What follows belongs to an exercise in optimizing a design on an open flow for small area; a production flow would make more cautious choices.
Where RTL was checked, it was by simulation tests only, not by an equivalence proof against the original.
Power is estimated from default activity; no workload was simulated.

==> flow/design.v (excerpt) <==
module Multi_function_clock_top(
  input clk, reset_p, all_rst,
  input [3:0] btn,
  output [3:0] com,
  output [7:0] seg_7,
  output [7:0] LED_bar,
  output Alarm_LED
);
Size in the first run: ~28 I/O pins, ~7700 sq um of cells after synthesis.
export LEC_CHECK = 0
export CAP_MARGIN = 20
export CORE_MARGIN = 2
export CORE_UTILIZATION = 70
export CTS_BUF_LIST = sky130_fd_sc_hd__clkbuf_8
export SLEW_MARGIN = 20
create_clock -name core_clock -period 10.0 [get_ports {clk}]
run.sh (not shown) runs the stock make flow with config.mk's settings and CLKGATE_MAP_FILE= SYNTH_SCRIPT=/design/flow/synth_recipe.tcl, a recipe that flattens the netlist after the stock synthesis.
The first run ran to the end with no violations.
Edit:
--- a/flow/design.v
+++ b/flow/design.v
@@ -32,28 +32,28 @@
       if (sel) q <= b;
       else if (ph1) q <= d;
     end
   end
   assign pe = ph1 & d & ~q;
 endmodule
 module mc_phase(
   input clk, rst,
   output sec, min_ph
 );
-  reg [11:0] s;
-  wire wrap = (s == 12'b010110101010);
+  reg [11:0] c;
   always @(posedge clk) begin
-    if (rst) s <= 12'b000100111011;
-    else s <= {s[10:0], s[11] ^ s[0] ^ s[1] ^ s[7]} ^ ({12{wrap}} & 12'b000000000010);
+    if (rst) c <= 12'd4088;
+    else if (c == 12'd3999) c <= 12'd0;
+    else c <= c + 12'd1;
   end
-  assign sec = (s == 12'b000101101010);
-  assign min_ph = wrap;
+  assign sec = (c == 12'd3997);
+  assign min_ph = (c == 12'd3999);
 endmodule
 module Multi_function_clock_top(
   input clk, reset_p, all_rst,
   input [3:0] btn,
   output [3:0] com,
   output [7:0] seg_7,
   output [7:0] LED_bar,
   output Alarm_LED
 );
   reg [4:0] dcnt;
@@ -65,47 +65,47 @@
   wire ph0 = (dcnt == 5'd0);
   wire ph1 = (dcnt == 5'd1);
   wire ph2 = (dcnt == 5'd2);
   wire mode_btn, mode_btn_d;
   mc_btn b_mode(.clk(clk), .rst(reset_p | all_rst), .en(en), .ph1(ph1), .ph2(ph2), .b(btn[0]), .pe(mode_btn), .pd(mode_btn_d));
   reg [1:0] mode;
   always @(posedge clk) begin
     if (all_rst) mode <= 2'd0;
     else if (mode_btn) mode <= mode[1] ? 2'd0 : mode + 2'd1;
   end
-  reg [1:0] led_mode;
+  reg [2:0] led;
   reg [3:1] btn_cook_buf;
   reg reset_watch_buf, reset_stp_buf, reset_cook_buf;
   always @(posedge clk) begin
     if (all_rst) begin
       btn_cook_buf <= 0;
       reset_watch_buf <= 0;
       reset_stp_buf <= 0;
       reset_cook_buf <= 0;
-      led_mode <= 2'd3;
+      led <= 3'b000;
     end else begin
-      led_mode <= mode;
+      led <= {mode == 2'd2, mode == 2'd1, mode == 2'd0};
       case (mode)
         2'd0: begin
           reset_watch_buf <= reset_p;
         end
         2'd1: begin
           reset_stp_buf <= reset_p;
         end
         default: begin
           btn_cook_buf <= btn[3:1];
           reset_cook_buf <= reset_p;
         end
       endcase
     end
   end
-  assign LED_bar = {5'b00000, led_mode == 2'd2, led_mode == 2'd1, led_mode == 2'd0};
+  assign LED_bar = {5'b00000, led};
   wire rst_w = reset_watch_buf | all_rst;
   wire sel_w = (mode == 2'd0);
   wire w_set, w_inchour, w_incmin;
   mc_btnq b_wset(.clk(clk), .arst(all_rst), .rst(rst_w), .en(en), .ph0(ph0), .ph1(ph1), .sel(sel_w), .b(btn[1]), .pe(w_set));
   mc_btnq b_whour(.clk(clk), .arst(all_rst), .rst(rst_w), .en(en), .ph0(ph0), .ph1(ph1), .sel(sel_w), .b(btn[2]), .pe(w_inchour));
   mc_btnq b_wmin(.clk(clk), .arst(all_rst), .rst(rst_w), .en(en), .ph0(ph0), .ph1(ph1), .sel(sel_w), .b(btn[3]), .pe(w_incmin));
   reg set_mode;
   always @(posedge clk) begin
     if (rst_w) set_mode <= 1'b0;
     else if (w_set) set_mode <= ~set_mode;
@@ -361,22 +361,33 @@
   wire [15:0] value = mode[1] ? value_cook : mode[0] ? value_stp : value_watch;
   reg [3:0] hex;
   always @(*) begin
     case (digit)
       2'd0: hex = value[3:0];
       2'd1: hex = value[7:4];
       2'd2: hex = value[11:8];
       default: hex = value[15:12];
     endcase
   end
-  wire h3 = hex[3], h2 = hex[2], h1 = hex[1], h0 = hex[0];
-  wire [7:0] seg;
-  assign seg[7] = (~h3 & ~h2 & ~h1 & h0) | (h2 & ~h1 & ~h0);            
-  assign seg[6] = h2 & (h1 ^ h0);                                      
-  assign seg[5] = ~h2 & h1 & ~h0;                                      
-  assign seg[4] = (~h3 & ~h2 & ~h1 & h0) | (h2 & ~h1 & ~h0) | (h2 & h1 & h0);  
-  assign seg[3] = h0 | (h2 & ~h1);                                     
-  assign seg[2] = ~h3 & ~h2 & (h1 | h0);                              
-  assign seg[1] = (~h3 & ~h2 & ~h1) | (h2 & h1 & h0);                  
-  assign seg[0] = 1'b1;                                                
+  reg [7:0] seg;
+  always @(*) begin
+    case (hex)
+      4'h0: seg = 8'b0000_0011;
+      4'h1: seg = 8'b1001_1111;
+      4'h2: seg = 8'b0010_0101;
+      4'h3: seg = 8'b0000_1101;
+      4'h4: seg = 8'b1001_1001;
+      4'h5: seg = 8'b0100_1001;
+      4'h6: seg = 8'b0100_0001;
+      4'h7: seg = 8'b0001_1011;
+      4'h8: seg = 8'b0000_0001;
+      4'h9: seg = 8'b0000_1001;
+      4'ha: seg = 8'b0001_0001;
+      4'hb: seg = 8'b1100_0001;
+      4'hc: seg = 8'b0110_0011;
+      4'hd: seg = 8'b1000_0101;
+      4'he: seg = 8'b0110_0001;
+      default: seg = 8'b0111_0001;
+    endcase
+  end
   assign seg_7 = seg;
 endmodule
Non-clock buffer count stays the same.
Worst setup slack gets worse by 0.49 ns.
Via count grows by a few percent.
Critical path depth grows by 2.
Global-route usage hardly moves.
Combinational power shrinks by about a fifth.
First-iteration DRC count grows by about a fifth.
Register-to-register slack gets worse by 0.18 ns.
Routed wire length grows by a few percent.
Sequential cell count grows by 1.
Design area grows by a few percent.
The RTL of the second run of this note was laid out without a check of its function.

static timing again, ports no longer ideal:
The results above use ideal ports. As a check the final layouts listed here were re-extracted and re-timed, cells and wires unchanged. Step 1 assumes that a clkbuf_16 drives the clock port and a buf_2 every other input. Step 2 times the ports against the registers' clock, not the clock port: input delays grow and output delays shrink by t, the midpoint of the rising clock arrivals with the driver on. Three values: ideal, step 1, step 2; two values: the first two.
| run | t, ns | setup WS [ns] | worst setup path at the end | pins driven straight from the clock port |
|---|---|---|---|---|
| the first run | 0.486 | 4.206 / 4.172 / 4.658 | register to output | 1 |
| the second run | 0.491 | 3.714 / 3.675 / 4.167 | register to output | 1 |
After both steps setup and hold are still met in every run listed.
